Background: an optimization exercise with open tools, aiming at small area. Do not read the settings as production practice.
In this exercise RTL edits were held to simulation tests only and were not proved equivalent to the original.

## lane 1
Design bVITERBI_213, start of the top module:
module bVITERBI_213 (Dx,            
                     oe,            
                     sync_error,    
                     Rx,            
                     seq_ready,     
                     clock,
                     reset);
Size: ~590 cells after synthesis, roughly 8 I/O pins, about 5500 sq um of cells after synthesis.
Settings: LEC_CHECK=0, ABC_AREA=1, CAP_MARGIN=0, CORE_MARGIN=2, CORE_UTILIZATION=50, CTS_BUF_LIST=sky130_fd_sc_hd__clkbuf_8, SLEW_MARGIN=0; clock period 12.0 ns.
standard.sh (not shown) runs the stock make flow with config.mk's settings and CLKGATE_MAP_FILE= SYNTH_SCRIPT=/design/flow/synth_recipe.tcl, a recipe that flattens the netlist after the stock synthesis.
==> flow/flow/run.sh <==
#!/bin/bash
# Layout flow: the standard flow (standard.sh), with a different ABC
# mapping script for the synthesis step and without Yosys's full/half-adder
# extraction, so that ABC maps the whole combinational logic itself.
# The clock tree is built without dummy loads, and the port buffers are
# the smallest buffer cell.
# Registers, their names and cell types are those of the standard synthesis.
set -e
cd "$(dirname "$0")/.."
WORK=$PWD
cp standard.sh flow_standard.sh.txt
rm -rf myscripts
cp -r "$FLOW_HOME/scripts" myscripts
cp flow/abc_area.script myscripts/abc_area.script
export SCRIPTS_DIR=$WORK/myscripts
export ADDER_MAP_FILE=
# clock tree: the standard arguments, without dummy loads on the clock nets
export CTS_ARGS="-sink_clustering_enable -repair_clock_nets -buf_list \"sky130_fd_sc_hd__clkbuf_8 sky130_fd_sc_hd__clkbuf_16\" -dont_use_dummy_load"
# port buffers: the smallest buffer cell
export BUFFER_PORTS_ARGS="-buffer_cell sky130_fd_sc_hd__buf_1"
bash standard.sh > standard.log 2>&1
==> flow/flow/abc_area.script <==
strash
dch -f
amap
Here is what was changed in the inputs of lane 2 compared with lane 1.
diff --git a/flow/flow/run.sh b/flow/flow/run.sh
--- a/flow/flow/run.sh
+++ b/flow/flow/run.sh
@@ -17,3 +17,3 @@
 # clock tree: the standard arguments, without dummy loads on the clock nets
-export CTS_ARGS="-sink_clustering_enable -repair_clock_nets -buf_list \"sky130_fd_sc_hd__clkbuf_8 sky130_fd_sc_hd__clkbuf_16\" -dont_use_dummy_load"
+export CTS_ARGS="-sink_clustering_enable -repair_clock_nets -buf_list sky130_fd_sc_hd__clkbuf_16 -dont_use_dummy_load"
 # port buffers: the smallest buffer cell
### Flow results
- Between lane 2 and lane 1, the fill cell instance count of the final layout figures differ only marginally.
- Lane 2 vs. lane 1: post-route minimum period shows an increase of 16 ps, number of placement rows shows no meaningful change.
- Final wirelength essentially unchanged between lane 1 and lane 2.
- Lane 2 against lane 1: fmax held steady, design area held steady.
- Multi-input gate area in the final layout: lane 1 vs lane 2 identical
- ~same per-cell routed wire length in lane 1 and lane 2
- Looking at lane 1 and lane 2, the worst hold margin is a wash.

* * *

Setup of birch:
Another version of the RTL of bVITERBI_213 (not shown whole).
Size: roughly 850 cells after synthesis, ~160 flip-flops.
export LEC_CHECK = 0
export ABC_AREA = 1
export CAP_MARGIN = 20
export CORE_MARGIN = 2
export CORE_UTILIZATION = 70
export SLEW_MARGIN = 20
create_clock -name core_clock -period 12.0 [get_ports {clock}]
run.sh (not shown) runs the stock make flow with config.mk's settings and CLKGATE_MAP_FILE= SYNTH_SCRIPT=/design/flow/synth_recipe.tcl, a recipe that flattens the netlist after the stock synthesis.
Stock flow here: none of the scripts above is used.
Edits applied to the flow inputs when going from birch to oak:
- changing CORE_UTILIZATION from 70 to 40
[summary]
Re synthesized cell count: no difference whatsoever between birch and oak. NOTE met1 routed wirelength after detailed routing birch->oak increased by more than 10%. As far as number of buffers added on ports goes, oak and birch are indistinguishable; the numbers are identical. Diff birch -> oak | HPWL after detailed placement | decrease of about 1.3%. oak vs birch: top achievable clock speed up. The slew at the pin with the worst max-slew slack of oak exceeds that of birch by 0.021 ns. oak: routed length on met3 340 µm below birch. oak: global-route usage is 14 points lower than what birch reported.

==> port drivers added, routing unchanged <==
No port has a modelled driver above. Below, the same layouts with a new extraction and two added sets of constraints. Step 1, drivers: a clkbuf_16 drives clock and a buf_2 each remaining input, both assumed. Step 2 times the ports against the registers' clock, not the clock port: input delays grow and output delays shrink by t, the midpoint of the rising clock arrivals with the driver on. a / b / c = no drivers / after step 1 / after step 2; a / b = the first two.
run | shift t [ns] | setup slack, ns | clock arrival spread, ns
lane 1 | 0.552 | 6.235 / 6.235 / 5.762 | 0.019 / 0.019
lane 2 | 0.449 | 6.219 / 6.236 / 5.787 | 0.018 / 0.019
birch | 0.472 | 6.255 / 6.274 / 5.803 | 0.010 / 0.009
oak | 0.466 | 6.444 / 6.466 / 6.000 | 0.010 / 0.010
After both steps setup and hold are still met in every run listed. The setup slack of lane 1, which loses most, moves by 0.000 ns with the drivers and by -0.473 ns with both steps.
